This design comes from an exercise in tuning for small area, a short achievable clock period and few clock cycles per item on the open sky130 flow, not from production work.
Where RTL was checked, it was by simulation tests only, not by an equivalence proof against the original.
Power figures rest on the tool's default switching activity, not on a simulated workload.

==> v13: inputs <==
// multiplier
module multiplier(
	input logic clk,
	input logic rst,
	input logic start_flag,
	input logic[15:0] a,
	input logic[15:0] b,
	output logic[31:0] result,
	output logic status
	);
export LEC_CHECK = 0
export CAP_MARGIN = 20
export CORE_MARGIN = 2
export CORE_UTILIZATION = 70
export GPL_TIMING_DRIVEN = 1
export SETUP_SLACK_MARGIN = 0.4
export SLEW_MARGIN = 20
export SYNTH_HIERARCHICAL = 1
create_clock -name core_clock -period 4.0 [get_ports {clk}]
standard.sh (not shown) runs the stock make flow with config.mk's settings and CLKGATE_MAP_FILE= SYNTH_SCRIPT=/design/flow/synth_recipe.tcl, a recipe that flattens the netlist after the stock synthesis.
==> flow/flow/run.sh <==
#!/bin/bash
set -euo pipefail
cd "$(dirname "$0")/.."
export BUFFER_PORTS_ARGS="-buffer_cell sky130_fd_sc_hd__buf_2"
bash standard.sh > make.log 2>&1
==> v20: changes against v13 <==
==> flow/flow/run.sh (replaced) <==
#!/bin/bash
set -euo pipefail
cd "$(dirname "$0")/.."
export BUFFER_PORTS_ARGS="-buffer_cell sky130_fd_sc_hd__buf_1"
bash standard.sh > make.log 2>&1
--- a/flow/config.mk
+++ b/flow/config.mk
@@ -11,3 +11,3 @@
 export GPL_TIMING_DRIVEN = 1
-export SETUP_SLACK_MARGIN = 0.4
+export SETUP_SLACK_MARGIN = 0.3
 export SLEW_MARGIN = 20
==> flow_summary.toml <==
[power]
p_clk_uw = 489
p_seq_uw = 981

[run_status]
outcome = "no timing/DRC/antenna violations"

[drt]
wl_met1_um = 7390

[placed_design]
place_inst = 829

[timing]
rsz0062_at_grt = "false"
That was v13.
==> flow_summary.toml <==
[cells_and_area]
diodes = 0

[timing]
rsz0062_at_grt = "true"

[placed_design]
place_inst = 844

[run_status]
outcome = "no timing/DRC/antenna violations"

[power]
p_seq_uw = 961
p_clk_uw = 543

[drt]
wl_met1_um = 7590
That was v20.
Testbench counts of v13, summed over its fixed seeds: cycles 1,608, items 1,600.
Testbench counts of v20, summed over its fixed seeds: cycles 1,608, items 1,600.

==> run a: inputs <==
multiplier, a different RTL version from the one above (not shown whole).
==> flow/design.v (excerpt) <==
module multiplier(
	input logic clk,
	input logic rst,
	input logic start_flag,
	input logic[15:0] a,
	input logic[15:0] b,
	output logic[31:0] result,
	output logic status
	);
Settings: LEC_CHECK=0, CAP_MARGIN=20, CORE_MARGIN=2, CORE_UTILIZATION=40, GPL_TIMING_DRIVEN=0, SETUP_SLACK_MARGIN=0.6, SLEW_MARGIN=20, SYNTH_HIERARCHICAL=1; clock period 4.0 ns.
==> flow/flow/run.sh <==
#!/bin/bash
set -euo pipefail
cd "$(dirname "$0")/.."
export BUFFER_PORTS_ARGS="-buffer_cell sky130_fd_sc_hd__buf_2"
bash standard.sh > make.log 2>&1
==> run b: changes against run a <==
- SETUP_SLACK_MARGIN: 0.6 -> 0.3
==> run c: changes against run a <==
- CORE_UTILIZATION: 40 -> 70
- SETUP_SLACK_MARGIN: 0.6 -> 0.3
==> metrics.log <==
[metrics] clock network share of area: 0.0185
[metrics] post-placement cell count: 855
[metrics] share of power burned in registers: 0.166
[metrics] met3 layer wire length in the routed design: 1300 um
[metrics] number of signal-net buffers in the layout: 128
[metrics] post-CTS setup repair buffer count: 8
[metrics] result of the run: complete, no violations
[metrics] largest vdd supply drop: 807 uV
[end of results for run c]
==> metrics.log <==
[metrics] largest vdd supply drop: 578 uV
[metrics] number of signal-net buffers in the layout: 132
[metrics] result of the run: complete, no violations
[metrics] share of power burned in registers: 0.156
[metrics] post-CTS setup repair buffer count: 18
[metrics] clock network share of area: 0.0340
[metrics] met3 layer wire length in the routed design: 799 um
[end of results for run b]
==> metrics.log <==
[metrics] result of the run: complete, no violations
[metrics] number of signal-net buffers in the layout: 151
[metrics] P&R area growth vs syn: 27.0%
[metrics] clock network share of area: 0.0324
[metrics] total leakage power: 4.42 nW
[metrics] met3 layer wire length in the routed design: 927 um
[metrics] number of nets in the layout: 954
[metrics] area occupied by multi-input gates: 6250 um^2
[metrics] sequential share of cell area: 0.135
[metrics] fillcell total: 1606
[metrics] P_sw: 2.71 mW
[metrics] share of power burned in registers: 0.147
[metrics] post-placement cell count: 948
[end of results for run a]
Testbench counts of run a, summed over its fixed seeds: cycles 1,608, items 1,600.
Testbench counts of run b, summed over its fixed seeds: cycles 1,608, items 1,600.
Testbench counts of run c, summed over its fixed seeds: cycles 1,608, items 1,600.

==> job 4998 <==
multiplier, a different RTL version from the one above (not shown whole).
## multiplier
module multiplier(
	input logic clk,
	input logic rst,
	input logic start_flag,
	input logic[15:0] a,
	input logic[15:0] b,
	output logic[31:0] result,
	output logic status
	);
export LEC_CHECK = 0
export ABC_AREA = 1
export CAP_MARGIN = 20
export CORE_MARGIN = 2
export CORE_UTILIZATION = 40
export SLEW_MARGIN = 20
create_clock -name core_clock -period 4.0 [get_ports {clk}]
run.sh (not shown) runs the stock make flow with config.mk's settings and CLKGATE_MAP_FILE= SYNTH_SCRIPT=/design/flow/synth_recipe.tcl, a recipe that flattens the netlist after the stock synthesis.
Stock flow here: none of the scripts above is used.
==> inputs of job 6631, as changes to job 4998 <==
- ABC_AREA: 1 -> not set
==> summary.txt <==
Via count: job 6631 10980; job 4998 7617
Fraction of area in clock buffers and inverters: job 6631 2.503%; job 4998 2.639%
Buffers plus inverters on the worst setup path: job 6631 5; job 4998 4
Combined area of all synthesized cells: job 6631 10640 µm²; job 4998 8668 µm²
Share of layout cells above drive strength 1: job 6631 17.81%; job 4998 18.93%
Final net count: job 6631 1772; job 4998 1457
Well-Tap Cells: job 6631 335; job 4998 275
Worst setup path endpoint: job 6631 hc_q[20]; job 4998 hs_q[21]
Non-clock buffer share: job 6631 18.59%; job 4998 15.64%
Largest net degree at the start of global routing: job 6631 47; job 4998 14
Status: job 6631 no timing/DRC/antenna violations; job 4998 no timing/DRC/antenna violations
Combinational cell power: job 6631 0.00553 W; job 4998 0.00576 W
Synthesized instance count: job 6631 1470; job 4998 1119
Filler Cells Inserted: job 6631 2523; job 4998 2028
Headroom to the max-slew limit: job 6631 72.14%; job 4998 65.12%
Sum of met2 wire segment lengths after detailed routing: job 6631 14.39 mm; job 4998 11.06 mm
Function was not checked in any run of this note: the RTL went through the layout flow alone.

[static timing again, ports no longer ideal]
Ports are ideal in the flow. The routed layouts listed here were re-timed in OpenROAD. Step 1 sets driving cells, clkbuf_16 on the clock port and buf_2 on the other inputs (assumed; they add their load-dependent delay and slew). Step 2 also shifts input and output timing later by t, the mid clock arrival at the registers, as if the neighbouring blocks saw the same clock. Three values: ideal, step 1, step 2; two values: the first two.
run | t (ns) | setup WS [ns] | hold slack, ns | clock arrival spread, ns | pins driven straight from the clock port
v13 | 0.394 | 0.513 / 0.477 / 0.137 | 0.208 / 0.195 / 0.589 | 0.015 / 0.016 | 1
v20 | 0.386 | 0.393 / 0.394 / 0.008 | 0.194 / 0.186 / 0.572 | 0.009 / 0.009 | 1
run a | 0.382 | 0.428 / 0.385 / 0.253 | 0.222 / 0.201 / 0.582 | 0.010 / 0.009 | 1
run b | 0.379 | 0.385 / 0.376 / 0.026 | 0.224 / 0.205 / 0.584 | 0.010 / 0.010 | 1
run c | 0.392 | 0.353 / 0.315 / 0.004 | 0.202 / 0.187 / 0.578 | 0.013 / 0.013 | 1
job 4998 | 0.357 | 0.075 / 0.091 / -0.266 | 0.608 / 0.596 / 0.953 | 0.012 / 0.012 | 1
job 6631 | 0.359 | 0.131 / 0.103 / -0.210 | 0.618 / 0.601 / 0.961 | 0.007 / 0.007 | 1
With both steps, setup timing fails in job 4998 and job 6631, where it was met with ideal ports. For v20, which loses most, drivers alone change the setup slack by +0.001 ns; drivers and shift together by -0.385 ns.
